Background: an optimization exercise with open tools, aiming at small area. Do not read the settings as production practice.
Only simulation tests tie the RTL to the original design; equivalence was not proved.

## flow/design.v (module list and top-level ports; edited modules follow where they fit)
// module twiddle_mod: 102 lines
// module mult_r22sdf: 43 lines
// module cmul_r22sdf: 1598 lines
// module bf2i: 42 lines
// module bf2ii: 48 lines
// module r22sdf_4pt: 42 lines
// module r22sdf_mod: 63 lines
// module r22sdf_64pt: 80 lines
module r22sdf_64pt#(
	parameter data_resolution	= 16,
	parameter fft_length		= 64
)(
	input								sys_clk,
	input								sys_nrst,
	input								sys_en,
	input	[data_resolution-1 : 0]		din_r,
	input	[data_resolution-1 : 0]		din_i,
	output	[data_resolution-1 : 0]		dout_r,
	output	[data_resolution-1 : 0]		dout_i
);
  // ...
==> flow/run.sh <==
#!/bin/bash
# synth_recipe.tcl (not shown) runs the flow's synth.tcl, then flattens the netlist and writes it again
# the make line also repeats each setting of config.mk as NAME=value (left out here)
make -C /OpenROAD-flow-scripts/flow DESIGN_CONFIG=/design/flow/config.mk WORK_HOME=/design/flow/orfs CLKGATE_MAP_FILE= SYNTH_SCRIPT=/design/flow/synth_recipe.tcl finish
==> flow/config.mk <==
export PLATFORM = sky130hd
export DESIGN_NAME = r22sdf_64pt
export DESIGN_NICKNAME = r22sdf_64pt
export VERILOG_FILES = /design/flow/design.v
export SDC_FILE = /design/flow/constraint.sdc
export NUM_CORES = 4
export LEC_CHECK = 0
export CAP_MARGIN = 20
export CORE_MARGIN = 2
export CORE_UTILIZATION = 40
export SLEW_MARGIN = 20
==> flow/constraint.sdc <==
create_clock -name core_clock -period 10.0 [get_ports {sys_clk}]
set_input_delay 2.0000 -clock core_clock [delete_from_list [all_inputs] [get_ports {sys_clk}]]
set_output_delay 2.0000 -clock core_clock [all_outputs]
set_load 0.01 [all_outputs]
==> qor.yml, run 1 <==
synthAdderAreaFrac: 0.1763
status: "finished clean"
placed_cell_area_sq_mm: 0.1565
grtUsageMet2: 0.3345
min_period_ps: 9571
synth-simple-area-share: 0.06192
cp.buffers_inverters: 6
multi_input_cells: 7109
hold_path_class: "reg2reg"
largestClassByArea: "flip-flops and latches"
final-clk-cell-share: 0.05343
dpl.cell_count: 16490
port_buffers: 66
cts_tree: "yes"
skew_ps: 101.1
met1_usage: 0.2591
rows: 222
crit_top_cell: "fa_1"
dpl_worst_slack_ps: 101.3
first_pass_iters: 8
grt_pass1_vias: 90890
grt_first_pass_wirelength_mm: 568.9
==> module bf2i, before the edit <==
module bf2i#(
	parameter data_resolution = 16,
	parameter delay_num = 2
)(
	input								sys_clk,
	input								sys_en,
	input								sel,
	input	[data_resolution-1 : 0]		din_r,
	input	[data_resolution-1 : 0]		din_i,
	output	[data_resolution-1 : 0]		dout_r,
	output	[data_resolution-1 : 0]		dout_i
);
	reg		[data_resolution-1 : 0]		din_r_r;
	reg		[data_resolution-1 : 0]		din_i_r;
	reg		[data_resolution-1 : 0]		delay_r		[delay_num-1 : 0];
	reg		[data_resolution-1 : 0]		delay_i		[delay_num-1 : 0];
	reg		[data_resolution-1 : 0]		dout_r_r;
	reg		[data_resolution-1 : 0]		dout_i_r;
	wire	[data_resolution-1 : 0]		delay_r_w = delay_r[delay_num-1];
	wire	[data_resolution-1 : 0]		delay_i_w = delay_i[delay_num-1];
	wire	[data_resolution-1 : 0]		buff_r_d0 = sel ? delay_r_w + din_r_r : delay_r_w;
	wire	[data_resolution-1 : 0]		buff_i_d0 = sel ? delay_i_w + din_i_r : delay_i_w;
	wire	[data_resolution-1 : 0]		buff_r_d1 = sel ? delay_r_w - din_r_r : din_r_r;
	wire	[data_resolution-1 : 0]		buff_i_d1 = sel ? delay_i_w - din_i_r : din_i_r;
	integer k;
	always@(posedge sys_clk)begin
		if(sys_en)begin
			din_r_r <= din_r;
			din_i_r <= din_i;
			delay_r[0] <= buff_r_d1;
			delay_i[0] <= buff_i_d1;
			for(k=1;k<delay_num;k=k+1)begin
				delay_r[k] <= delay_r[k-1];
				delay_i[k] <= delay_i[k-1];
			end
			dout_r_r <= buff_r_d0;
			dout_i_r <= buff_i_d0;
		end
	end
	assign dout_r = dout_r_r;
	assign dout_i = dout_i_r;
endmodule
==> module bf2ii, before the edit <==
module bf2ii#(
	parameter data_resolution = 16,
	parameter delay_num = 1
)(
	input								sys_clk,
	input								sys_en,
	input	[1 : 0]						sel,
	input	[data_resolution-1 : 0]		din_r,
	input	[data_resolution-1 : 0]		din_i,
	output	[data_resolution-1 : 0]		dout_r,
	output	[data_resolution-1 : 0]		dout_i
);
	reg		[data_resolution-1 : 0]		din_r_r;
	reg		[data_resolution-1 : 0]		din_i_r;
	reg		[data_resolution-1 : 0]		delay_r		[delay_num-1 : 0];
	reg		[data_resolution-1 : 0]		delay_i		[delay_num-1 : 0];
	reg		[data_resolution-1 : 0]		dout_r_r;
	reg		[data_resolution-1 : 0]		dout_i_r;
	wire	[data_resolution-1 : 0]		delay_r_w = delay_r[delay_num-1];
	wire	[data_resolution-1 : 0]		delay_i_w = delay_i[delay_num-1];
	wire								rot = (sel == 2'b01);
	wire								bfly = sel[0];
	wire	[data_resolution-1 : 0]		x_r = rot ? din_i_r : din_r_r;
	wire	[data_resolution-1 : 0]		x_i = rot ? din_r_r : din_i_r;
	wire	[data_resolution-1 : 0]		x_i_add = x_i ^ {data_resolution{rot}};
	wire	[data_resolution-1 : 0]		x_i_sub = x_i ^ {data_resolution{!rot}};
	wire	[data_resolution-1 : 0]		buff_r_d0 = bfly ? delay_r_w + x_r : delay_r_w;
	wire	[data_resolution-1 : 0]		buff_i_d0 = bfly ? delay_i_w + x_i_add + rot : delay_i_w;
	wire	[data_resolution-1 : 0]		buff_r_d1 = bfly ? delay_r_w - x_r : din_r_r;
	wire	[data_resolution-1 : 0]		buff_i_d1 = bfly ? delay_i_w + x_i_sub + !rot : din_i_r;
	integer k;
	always@(posedge sys_clk)begin
		if(sys_en)begin
			din_r_r <= din_r;
			din_i_r <= din_i;
			delay_r[0] <= buff_r_d1;
			delay_i[0] <= buff_i_d1;
			for(k=1;k<delay_num;k=k+1)begin
				delay_r[k] <= delay_r[k-1];
				delay_i[k] <= delay_i[k-1];
			end
			dout_r_r <= buff_r_d0;
			dout_i_r <= buff_i_d0;
		end
	end
	assign dout_r = dout_r_r;
	assign dout_i = dout_i_r;
endmodule
==> inputs of run 2 (changes only) <==
--- a/flow/design.v
+++ b/flow/design.v
@@ -1765,8 +1765,14 @@
 	wire	[data_resolution-1 : 0]		delay_r_w = delay_r[delay_num-1];
 	wire	[data_resolution-1 : 0]		delay_i_w = delay_i[delay_num-1];
-	wire	[data_resolution-1 : 0]		buff_r_d0 = sel ? delay_r_w + din_r_r : delay_r_w;
-	wire	[data_resolution-1 : 0]		buff_i_d0 = sel ? delay_i_w + din_i_r : delay_i_w;
-	wire	[data_resolution-1 : 0]		buff_r_d1 = sel ? delay_r_w - din_r_r : din_r_r;
-	wire	[data_resolution-1 : 0]		buff_i_d1 = sel ? delay_i_w - din_i_r : din_i_r;
+	wire	[data_resolution-1 : 0]		dly_r_g = delay_r_w & {data_resolution{sel}};
+	wire	[data_resolution-1 : 0]		dly_i_g = delay_i_w & {data_resolution{sel}};
+	wire	[data_resolution-1 : 0]		buff_r_d0;
+	wire	[data_resolution-1 : 0]		buff_i_d0;
+	wire	[data_resolution-1 : 0]		buff_r_d1;
+	wire	[data_resolution-1 : 0]		buff_i_d1;
+	rca#(.width(data_resolution)) add_r(.a(delay_r_w), .b(din_r_r & {data_resolution{sel}}), .ci(1'b0), .s(buff_r_d0));
+	rca#(.width(data_resolution)) add_i(.a(delay_i_w), .b(din_i_r & {data_resolution{sel}}), .ci(1'b0), .s(buff_i_d0));
+	rca#(.width(data_resolution)) sub_r(.a(dly_r_g), .b(din_r_r ^ {data_resolution{sel}}), .ci(sel), .s(buff_r_d1));
+	rca#(.width(data_resolution)) sub_i(.a(dly_i_g), .b(din_i_r ^ {data_resolution{sel}}), .ci(sel), .s(buff_i_d1));
 	integer k;
 	always@(posedge sys_clk)begin
@@ -1787,4 +1793,21 @@
 	assign dout_i = dout_i_r;
 endmodule
+module rca#(
+	parameter width = 16
+)(
+	input	[width-1 : 0]	a,
+	input	[width-1 : 0]	b,
+	input					ci,
+	output	[width-1 : 0]	s
+);
+	wire	[width : 0]		c;
+	assign c[0] = ci;
+	genvar i;
+	generate
+		for(i=0;i<width;i=i+1)begin : bit_loop
+			assign {c[i+1], s[i]} = a[i] + b[i] + c[i];
+		end
+	endgenerate
+endmodule
 `timescale 1 ns/ 1 ps
 module bf2ii#(
@@ -1812,10 +1835,16 @@
 	wire	[data_resolution-1 : 0]		x_r = rot ? din_i_r : din_r_r;
 	wire	[data_resolution-1 : 0]		x_i = rot ? din_r_r : din_i_r;
-	wire	[data_resolution-1 : 0]		x_i_add = x_i ^ {data_resolution{rot}};
-	wire	[data_resolution-1 : 0]		x_i_sub = x_i ^ {data_resolution{!rot}};
-	wire	[data_resolution-1 : 0]		buff_r_d0 = bfly ? delay_r_w + x_r : delay_r_w;
-	wire	[data_resolution-1 : 0]		buff_i_d0 = bfly ? delay_i_w + x_i_add + rot : delay_i_w;
-	wire	[data_resolution-1 : 0]		buff_r_d1 = bfly ? delay_r_w - x_r : din_r_r;
-	wire	[data_resolution-1 : 0]		buff_i_d1 = bfly ? delay_i_w + x_i_sub + !rot : din_i_r;
+	wire	[data_resolution-1 : 0]		dly_r_g = delay_r_w & {data_resolution{bfly}};
+	wire	[data_resolution-1 : 0]		dly_i_g = delay_i_w & {data_resolution{bfly}};
+	wire								sub_i0 = bfly & rot;		 
+	wire								sub_i1 = bfly & !rot;		 
+	wire	[data_resolution-1 : 0]		buff_r_d0;
+	wire	[data_resolution-1 : 0]		buff_i_d0;
+	wire	[data_resolution-1 : 0]		buff_r_d1;
+	wire	[data_resolution-1 : 0]		buff_i_d1;
+	rca#(.width(data_resolution)) add_r(.a(delay_r_w), .b(x_r & {data_resolution{bfly}}), .ci(1'b0), .s(buff_r_d0));
+	rca#(.width(data_resolution)) add_i(.a(delay_i_w), .b((x_i & {data_resolution{bfly}}) ^ {data_resolution{sub_i0}}), .ci(sub_i0), .s(buff_i_d0));
+	rca#(.width(data_resolution)) sub_r(.a(dly_r_g), .b(x_r ^ {data_resolution{bfly}}), .ci(bfly), .s(buff_r_d1));
+	rca#(.width(data_resolution)) sub_i(.a(dly_i_g), .b(x_i ^ {data_resolution{sub_i1}}), .ci(sub_i1), .s(buff_i_d1));
 	integer k;
 	always@(posedge sys_clk)begin
==> qor.yml, run 2 <==
setup_tns_ps: 0
cp-startpoint: "phase[1]"
synth_area_leaders: "edfxtp_1, fa_1, ha_1, inv_1, xnor2_1"
synth_top_family_by_area: "adder cells"
io_pins: 67
overflow: 0
r2r-start: "phase[1]"
fin_util: 0.4574
grt_pass1_vias: 80320  # -12%
gp_congestion: 0.9614
r2r_slack_ps: 300
antenna_found_initial: 8
grtUsageTotal: 0.1965
drc: 0
synthMuxAreaShare: 0.009377
end_kind: "flip-flop"
top_usage_layer: "met2"
avgViaCountPerCell: 5.077
path_clk_slew_ps: 60
synth.net_count: 11400
yosysWarnings: 22
slew_headroom: 0.2723
first_pass_iters: 6  # -2
synth.avg_cell_area_sq_um: 14.41
synth-simple-area-share: 0.03731  # -0.02461
grtUsageMet2: 0.3235  # -0.01102
clockBufferDepth: 4
synth_ff_type: "edfxtp_1"
layout-drive-gt1-share: 0.1199
reg2reg_depth: 35
netlist_area_sq_mm: 0.1394
cts_tree: "yes"
die_w_um: 594.4
worstSkewPairLatency_ps: 900
ys_types: 104
core-area_sq_mm: 0.3465
synth_compound_area_frac: 0.06626
synth-edff-count: 2592
ys_ff_latch: 2601
port_buffers: 66  # unchanged
drv_cap: 0
cpMaxStageDelayCell: "fa_1"
dpl.cell_count: 14540  # -12%
synth_most_common_cell: "edfxtp_1"
skew_ps: 74.91  # -26.22 ps
max_stage_delay_ps: 550
grt.met3_usage: 0.02093
worstPathArrival_ps: 10320
rows: 216  # -2.7%
ant_nets: 0
cts_buffers: 272
synth_commonest_cells: "edfxtp_1, inv_1, fa_1"
ys_seq_area_frac: 0.5598
cp.buffers_inverters: 11  # +5
cpLargestDelayFamily: "adder cells"
nets: 11960
mostFrequentLayoutCell: "edfxtp_1"
initial_core_util: 0.4025
min_period_ps: 9703  # +132.7 ps
root_buffer: "clkbuf_16"
grt_setup_unrepaired: "no"
final_cell_mix: "edfxtp_1, inv_1, fa_1"
path_class: "reg2reg"
dpl_worst_slack_ps: -761.1  # -862.4 ps
crit_path_start_kind: "flip-flop"
worst_slack_ps: 296.8
synth-xor-area-share: 0.06446
hold_path_class: "reg2reg"
synth_top_area_cell: "edfxtp_1"
synthAdderAreaFrac: 0.2121  # +0.03578
timing.fmax_ghz: 0.1031
wl_per_cell_um: 23.07
final_cells: 15040
dieArea_sq_mm: 0.3533
numClockSinks: 2601
worst_slew_pin_slew_ps: 1092
vias: 76340
detail_route.iter0.violations: 6445
whs_path_depth: 0
top_regs: "r22sdf_mod_s2.r22sdf_4pt_inst0.bf2i_inst_s0.delay_i x512, r22sdf_mod_s2.r22sdf_4pt_inst0.bf2i_inst_s0.delay_r x512"
netlist_instances: 9675
maxSlewViolCount: 0
grt_first_pass_wirelength_mm: 522.2  # -8.2%
syn2layout_area_growth_pct: 13.66
grt_max_degree: 213
crit_fanout: 7
finalCritPeriodShare: 0.9703
yosysTopAreaCellShare: 0.5582
die_h_um: 594.4
wirelength_mm: 346.9
status: "finished clean"
async_flop_share: 0.003460
cp.required_ps: 10620
setup_viol: 0
final-hold-violation-count: 0
htreeDepth: 5
hpwl_mm: 257.5
met1_usage: 0.2646  # +0.005472
hold_buffers: 0
-- run 2: metal layers --
| layer | wire, um | share of wire |
|---|---|---|
| met2 | 166700 | 0.48 |
| met4 | 16320 | 0.047 |
| met5 | 34 | 0.000098 |
| met3 | 13920 | 0.040 |
| met1 | 149900 | 0.43 |
-- run 2: final cells by class --
class                           count  area (sq um)
Antenna cell                        6         15.01
Clock buffer                      339          7186
Clock inverter                    146          1398
Fill cell                       30510        188000
Inverter                         1329          4994
Multi-Input combinational cell   5265         54550
Sequential cell                  2601         78070
Tap cell                         4578          5728
Timing Repair Buffer              773          6546
-- run 2: worst max-delay path by stage --
stage                     cells after the start   endpoint  slack [ps]
after global placement                       37  flip-flop        -750
after global routing                         35  flip-flop          10
after CTS                                    34  flip-flop          40
after floorplan                               2  flip-flop      -10400
final                                        35  flip-flop         300
after detailed placement                     36  flip-flop        -760
-- run 2: logic make-up after synthesis --
logic type / after synthesis
buf+inv: 1809
xor+xnor: 1023
flops: 2601
compound gates: 1351
mux: 116
simple gates: 1089
fa+ha+maj: 1686
-- run 2: worst register-to-register path, delay by kind of cell, from the launching register on --
kind            cells  cell delay (ps)
compound gates     10             2390
xor+xnor            2              240
fa+ha+maj          11             4700
buf+inv            11             1600
flops               1              380
simple gates        1              180
-- run 2: through the flow --
step	instance area, sq um	hold slack [ps]
final	158500	370.5
after global routing	158500	386.9
after CTS	158300	372.2
after detailed placement	149700	404.5
after global placement	149700	400.8
after floorplan	139500	400.3
-- run 2: what timing repair did --
| action | in CTS | in global routing |
|---|---|---|
| buffers inserted | 0 | 4 |
| setup endpoints to repair | 18 | 19 |
| resized for setup | 7 | 24 |
==> inputs of run 3 (changes only) <==
--- a/flow/config.mk
+++ b/flow/config.mk
@@ -8,4 +8,7 @@
 export CAP_MARGIN = 20
 export CORE_MARGIN = 2
-export CORE_UTILIZATION = 40
+export CORE_UTILIZATION = 55
+export CTS_BUF_LIST = sky130_fd_sc_hd__clkbuf_8
+export CTS_CLUSTER_DIAMETER = 60
+export CTS_CLUSTER_SIZE = 16
 export SLEW_MARGIN = 20
==> qor.yml, run 3 <==
grt_pass1_vias: 77200  # -3.9%
initial_core_util: 0.5541  # +0.1517
async_flop_share: 0.003460  # unchanged
cpMaxStageDelayCell: "mux4_2"
synth_ff_type: "edfxtp_1"
path_clk_slew_ps: 100  # +40 ps
cts_tree: "yes"
netlist_instances: 9675  # unchanged
setup_tns_ps: 0  # unchanged
setup_viol: 0  # unchanged
drc: 0  # unchanged
slew_headroom: 0.2233  # -0.04902
yosysTopAreaCellShare: 0.5582  # unchanged
numClockSinks: 2601  # unchanged
top_regs: "r22sdf_mod_s2.r22sdf_4pt_inst0.bf2i_inst_s0.delay_i x512, r22sdf_mod_s2.r22sdf_4pt_inst0.bf2i_inst_s0.delay_r x512"
antenna_found_initial: 20  # +12
io_pins: 67  # unchanged
die_w_um: 507.5  # -15%
final_cell_mix: "edfxtp_1, inv_1, fa_1"
r2r_slack_ps: 390  # +90 ps
htreeDepth: 4  # -1
grt_setup_unrepaired: "no"
yosysWarnings: 22  # unchanged
syn2layout_area_growth_pct: 8.046
rows: 184  # -15%
avgViaCountPerCell: 5.616  # +11%
nFillCells: 19390  # -36%
finalCritPeriodShare: 0.9609  # -0.009468
synth_most_common_cell: "edfxtp_1"
synth_area_leaders: "edfxtp_1, fa_1, ha_1, inv_1, xnor2_1"
end_kind: "flip-flop"
gp_congestion: 0.9861  # +2.6%
min_period_ps: 9609  # -94.68 ps
layout-drive-gt1-share: 0.09977  # -0.02010
nets: 11780  # -1.6%
clockBufferDepth: 4  # unchanged
wl_per_cell_um: 25.09  # +8.8%
path_class: "reg2reg"
netlist_area_sq_mm: 0.1394  # unchanged
cp.required_ps: 10750  # +130 ps
crit_path_start_kind: "flip-flop"
port_buffers: 66  # unchanged
grt_max_degree: 216  # +1.4%
synth-edff-count: 2592  # unchanged
synth.avg_cell_area_sq_um: 14.41  # unchanged
mostFrequentLayoutCell: "edfxtp_1"
root_buffer: "clkbuf_8"
maxSlewViolCount: 0  # unchanged
die_h_um: 507.5  # -15%
ys_ff_latch: 2601  # unchanged
synth.net_count: 11400  # unchanged
hold_path_class: "reg2reg"
synth_top_area_cell: "edfxtp_1"
skew_ps: 127.7  # +52.78 ps
cts_buffers: 205  # -25%
crit_top_cell: "fa_1"
ant_nets: 0  # unchanged
grtUsageTotal: 0.2659  # +0.06939
overflow: 0  # unchanged
crit_fanout: 15  # +8
max_stage_delay_ps: 620  # +70 ps
hpwl_mm: 255.8  # -0.67%
status: "finished clean"
ys_types: 104  # unchanged
core-area_sq_mm: 0.2516  # -27%
worstSkewPairLatency_ps: 1010  # +110 ps
synth_commonest_cells: "edfxtp_1, inv_1, fa_1"
worst_slew_pin_slew_ps: 1165  # +73.53 ps
drv_cap: 0  # unchanged
first_pass_iters: 6  # unchanged
detail_route.iter0.violations: 7471  # +16%
wirelength_mm: 337.7  # -2.6%
fin_util: 0.5987  # +0.1413
vias: 75590  # -0.98%
worstPathArrival_ps: 10360  # +40 ps
timing.fmax_ghz: 0.1041  # +0.99%
dieArea_sq_mm: 0.2576  # -27%
final-hold-violation-count: 0  # unchanged
grt_first_pass_wirelength_mm: 504.8  # -3.3%
ys_seq_area_frac: 0.5598  # unchanged
==> run 3: through the flow <==
| stage | setup WS (ps) | hold slack (ps) | cell area [sq um] | cells |
|---|---|---|---|---|
| after floorplan | -10400 | 400.3 | 139500 | 9675 |
| after global placement | 78.51 | 400.3 | 147100 | 13190 |
| after detailed placement | 172.2 | 404.5 | 147100 | 13190 |
| after CTS | 123.6 | 319.1 | 150500 | 13450 |
| after global routing | 13.73 | 339.9 | 150600 | 13450 |
| final | 391.4 | 341.7 | 150700 | 13460 |
==> run 3: path summary, 6_finish.rpt <==
| path | cells past startpoint | end | startpoint |
|---|---|---|---|
| setup / recovery | 32 | flip-flop | phase[2] |
| hold / removal | 0 | flip-flop | flip-flop |
| setup reg to reg | 32 | flip-flop | phase[2] |
| hold reg to reg | 0 | flip-flop | flip-flop |
| max in group asynchronous | 1 | phase[3] | sys_nrst |
| min in group asynchronous | 1 | wrapped | sys_nrst |
==> run 3: layout make-up <==
class	count	area, sq um	area share
clock inverters	47	476.7	0.003164
inverters	1329	4995	0.03315
flip-flops and latches	2601	78070	0.5182
well taps	3348	4189	0.02780
diodes	9	22.52	0.0001495
repair buffers	654	5517	0.03662
clock buffers	207	2849	0.01891
multi-input cells	5265	54540	0.3620
==> run 3: worst max-delay path, delay by kind of cell, from the launching register on <==
family | cells | cell delay (ps)
flops | 1 | 600
simple gates | 2 | 510
xor+xnor | 1 | 200
mux | 1 | 620
compound gates | 9 | 1690
fa+ha+maj | 9 | 4120
buf+inv | 10 | 1660
==> run 3: cells by family (layout without fill, tap and decap cells) <==
family | count (synthesis) | count (layout) | synth area share
buffers and inverters | 1809 | 2237 | 0.05065
adders and majority gates | 1686 | 1686 | 0.2121
DFF | 2601 | 2601 | 0.5598
other | 0 | 9 | 0
xor gates and xnor gates | 1023 | 1023 | 0.06446
muxes | 116 | 116 | 0.009377
AOI/OAI and AO/OA | 1351 | 1351 | 0.06626
and+or+nand+nor | 1089 | 1089 | 0.03731
==> run 3: layer usage <==
layer  track usage  wire length (um)  vias up
met3       0.05281             24430      429
met4       0.06148              8038       22
met1        0.4029            153800    39140
li1              -                 -    33840
met2        0.3992            151200     2156
met5      0.003704               250        -
==> run 3: what timing repair did <==
item                                    in CTS  in global routing
setup buffers                                0                  5
endpoints found under the setup margin       0                 17
hold buffers                                 0                  0
gates resized for setup                      0                 32
==> inputs of run 4 (changes only) <==
==> flow/flow/run.sh (new file) <==
#!/bin/bash
# The standard layout, with one change to synthesis: the fine stage of
# Yosys's synth runs without its early "abc -fast", so that ORFS's full-adder
# extraction sees the adders as written (no inverters between adder cells).
# Registers, their names and cell types are those of the standard synthesis.
set -euo pipefail
W="$(pwd)"
{
  echo 'proc synth {args} { if {[lsearch -exact $args "fine:"] >= 0} { yosys synth -nofsm -noshare -noabc {*}$args } else { yosys synth -nofsm -noshare {*}$args } }'
  tail -n +2 "$W/synth_recipe.tcl"
} > "$W/noabc_synth.tcl"
head -1 "$W/synth_recipe.tcl" > "$W/flow_check.log"
grep -c "synth_recipe.tcl" "$W/standard.sh" >> "$W/flow_check.log"
sed "s|$W/synth_recipe.tcl|$W/noabc_synth.tcl|g" "$W/standard.sh" > "$W/noabc_standard.sh"
grep -q "noabc_synth.tcl" "$W/noabc_standard.sh"
bash "$W/noabc_standard.sh" > "$W/flow_make.log" 2>&1
==> flow/standard.sh (new file) <==
#!/bin/bash
# synth_recipe.tcl (not shown) runs the flow's synth.tcl, then flattens the netlist and writes it again
# the make line also repeats each setting of config.mk as NAME=value (left out here)
make -C /OpenROAD-flow-scripts/flow DESIGN_CONFIG=/design/flow/config.mk WORK_HOME=/design/flow/orfs CLKGATE_MAP_FILE= SYNTH_SCRIPT=/design/flow/synth_recipe.tcl "${@:-finish}"
removed: flow/run.sh
==> qor.yml, run 4 <==
r2r-start: "phase[3]"
finalCritPeriodShare: 0.9582  # -0.002614
die_h_um: 502.6  # -0.97%
first_pass_iters: 6  # unchanged
ant_nets: 0  # unchanged
ys_seq_area_frac: 0.5709  # +0.01111
mostFrequentLayoutCell: "edfxtp_1"
nets: 10930  # -7.2%
synth_top_area_cell: "edfxtp_1"
grt_pass1_vias: 74400  # -3.6%
maxSlewViolCount: 0  # unchanged
hold_path_class: "reg2reg"
timing.fmax_ghz: 0.1044  # +0.27%
dieArea_sq_mm: 0.2526  # -1.9%
grt.met3_usage: 0.04329  # -0.009522
synth-edff-count: 2592  # unchanged
vias: 71520  # -5.4%
synth_commonest_cells: "edfxtp_1, fa_1, xnor2_1"
final_cell_mix: "edfxtp_1, fa_1, xnor2_1"
synth_ff_type: "edfxtp_1"
synth_most_common_cell: "edfxtp_1"
grt_setup_unrepaired: "no"
synth.avg_cell_area_sq_um: 15.86  # +10%
numClockSinks: 2601  # unchanged
path_class: "reg2reg"
grt_first_pass_wirelength_mm: 480.6  # -4.8%
initial_core_util: 0.5514  # -0.002771
root_buffer: "clkbuf_8"
cp.buffers_inverters: 6  # -4
cpMaxStageDelayCell: "fa_1"
synth_area_leaders: "edfxtp_1, fa_1, xnor2_1, ha_1, a22oi_1"
yosysTopAreaCellShare: 0.5693  # +0.01108
syn2layout_area_growth_pct: 9.469
worstSkewPairLatency_ps: 1040  # +30 ps
antenna_found_initial: 14  # -30%
htreeDepth: 4  # unchanged
cp.required_ps: 10760  # about the same
crit_top_cell: "fa_1"
grtUsageTotal: 0.2578  # -0.008014
ys_types: 106  # +1.9%
gp_congestion: 0.9398  # -4.7%
die_w_um: 502.6  # -0.97%
cpLargestDelayFamily: "adder cells"
wirelength_mm: 320.8  # -5.0%
grt_max_degree: 211  # -2.3%
yosysWarnings: 22  # unchanged
io_pins: 67  # unchanged
top_usage_layer: "met2"
crit_fanout: 20  # +5
worstPathArrival_ps: 10350  # about the same
top_regs: "r22sdf_mod_s2.r22sdf_4pt_inst0.bf2i_inst_s0.delay_i x512, r22sdf_mod_s2.r22sdf_4pt_inst0.bf2i_inst_s0.delay_r x512"
rows: 183  # -0.54%
async_flop_share: 0.003460  # unchanged
synth_top_family_by_area: "adder cells"
slew_headroom: 0.2227  # -0.0005960
avgViaCountPerCell: 5.678  # +1.1%
drc: 0  # unchanged
detail_route.iter0.violations: 6850  # -8.3%
cts_tree: "yes"
met1_usage: 0.3799  # -0.02307
postCtsSetupBuffers: 0  # unchanged
grtUsageMet2: 0.3984  # -0.0008719
core-area_sq_mm: 0.2480  # -1.5%
overflow: 0  # unchanged
netlist_instances: 8623  # -11%
synth_compound_area_frac: 0.06096  # -0.005301
whs_path_depth: 0  # unchanged
clockBufferDepth: 3  # -1
wl_per_cell_um: 25.47  # +1.5%
status: "finished clean"
final-hold-violation-count: 0  # unchanged
synthMuxAreaShare: 0.01182  # +0.002446
synthAdderAreaFrac: 0.2212  # +0.009116
ys_ff_latch: 2601  # unchanged
synth.net_count: 10370  # -9.0%
end_kind: "flip-flop"
setup_tns_ps: 0  # unchanged
cts_buffers: 199  # -2.9%
crit_path_start_kind: "flip-flop"
r2r_slack_ps: 420  # +30 ps
worst_slew_pin_slew_ps: 1158  # -7.425 ps
synth-xor-area-share: 0.06872  # +0.004254
max_stage_delay_ps: 570  # -50 ps
layout-drive-gt1-share: 0.1349  # +0.03513
hpwl_mm: 237.5  # -7.1%
setup_viol: 0  # unchanged
reg2reg_depth: 30  # -6.3%
netlist_area_sq_mm: 0.1367  # -1.9%
fin_area_sq_mm: 0.1497  # -0.65%
path_clk_slew_ps: 100  # about the same
min_period_ps: 9582  # -26.14 ps
placed_cell_area_sq_mm: 0.1459  # -0.83%
synth-simple-area-share: 0.04135  # +0.004044
drv_cap: 0  # unchanged
skew_ps: 140.2  # +12.54 ps
port_buffers: 66  # unchanged
-- run 4: cell types whose count changed in the layout (fill, tap and decap cells not counted), sizes merged, moves of 98 or more --
cell   delta
a22oi   -153
and2     +98
buf     +196
inv    -1022
nand2   -163
xnor2   +311
xor2    -268
-- run 4: worst max path at each step --
stage,start,end,slack (ps),depth (start not counted)
floorplan,sys_en,wrapped,-10540,3
global placement,phase[5],flip-flop,270,30
detailed placement,phase[5],flip-flop,360,30
CTS,phase[5],flip-flop,350,30
global route,phase[3],flip-flop,20,30
finish,phase[3],flip-flop,420,30
-- run 4: logic make-up (layout without fill, tap and decap cells) --
logic type / after synthesis / after routing
flops: 2601 / 2601
other cells: 0 / 22
fa+ha+maj: 1717 / 1717
buf+inv: 795 / 1416
xor+xnor: 1067 / 1067
simple gates: 1098 / 1098
compound gates: 1202 / 1202
mux: 143 / 143
-- run 4: metrics by stage --
stage / setup slack, ps / hold WS, ps / instances / utilization
final: 417.6 / 343.2 / 12600 / 0.6036
after global routing: 23.06 / 344.8 / 12580 / 0.6034
after CTS: 354.5 / 327.0 / 12570 / 0.6033
after detailed placement: 358.5 / 404.5 / 12310 / 0.5884
after global placement: 272.6 / 400.2 / 12310 / 0.5884
after floorplan: -10540 / 400.3 / 8623 / -
-- run 4: layout make-up --
class	count	area, sq um
Antenna cell	22	55.05
Clock buffer	199	2739
Clock inverter	67	947.2
Fill cell	18650	98300
Inverter	300	1126
Multi-Input combinational cell	5227	55410
Sequential cell	2601	78080
Tap cell	3330	4167
Timing Repair Buffer	850	7147
-- run 4: repair_timing --
action | in CTS | in global routing
endpoints found under the hold margin | 0 | 0
endpoints found under the setup margin | 0 | 4
hold buffers | 0 | 0
resized for setup | 0 | 3
-- run 4: per-layer routing --
| layer | part of all wire | routed length [um] |
|---|---|---|
| met5 | 0 | 0 |
| met4 | 0.031 | 9862 |
| met3 | 0.059 | 18980 |
| met2 | 0.46 | 147800 |
| met1 | 0.45 | 144100 |

-- separate check: timing with driven ports --
Ports are ideal in the flow. The routed layouts listed here were re-timed in OpenROAD. Step 1 (the two cells are an assumption about what drives the block):
set clk [get_ports {sys_clk}]
set_driving_cell -lib_cell sky130_fd_sc_hd__clkbuf_16 $clk
set_driving_cell -lib_cell sky130_fd_sc_hd__buf_2 [delete_from_list [all_inputs] $clk]
Step 2 also shifts input and output timing later by t, the mid clock arrival at the registers, as if the neighbouring blocks saw the same clock. Three values: ideal, step 1, step 2; two values: the first two.
run	t, ns	setup slack, ns	worst setup path at the end	slew at the worst register clock pin (ns)
run 1	0.965	0.429 / 0.429 / 0.429	register to register	0.06 / 0.06
run 2	0.962	0.297 / 0.297 / 0.297	register to register	0.08 / 0.08
run 3	1.040	0.391 / 0.391 / 0.391	register to register	0.10 / 0.10
run 4	1.069	0.418 / 0.418 / 0.418	register to register	0.10 / 0.10
After both steps every run listed still meets setup and hold.
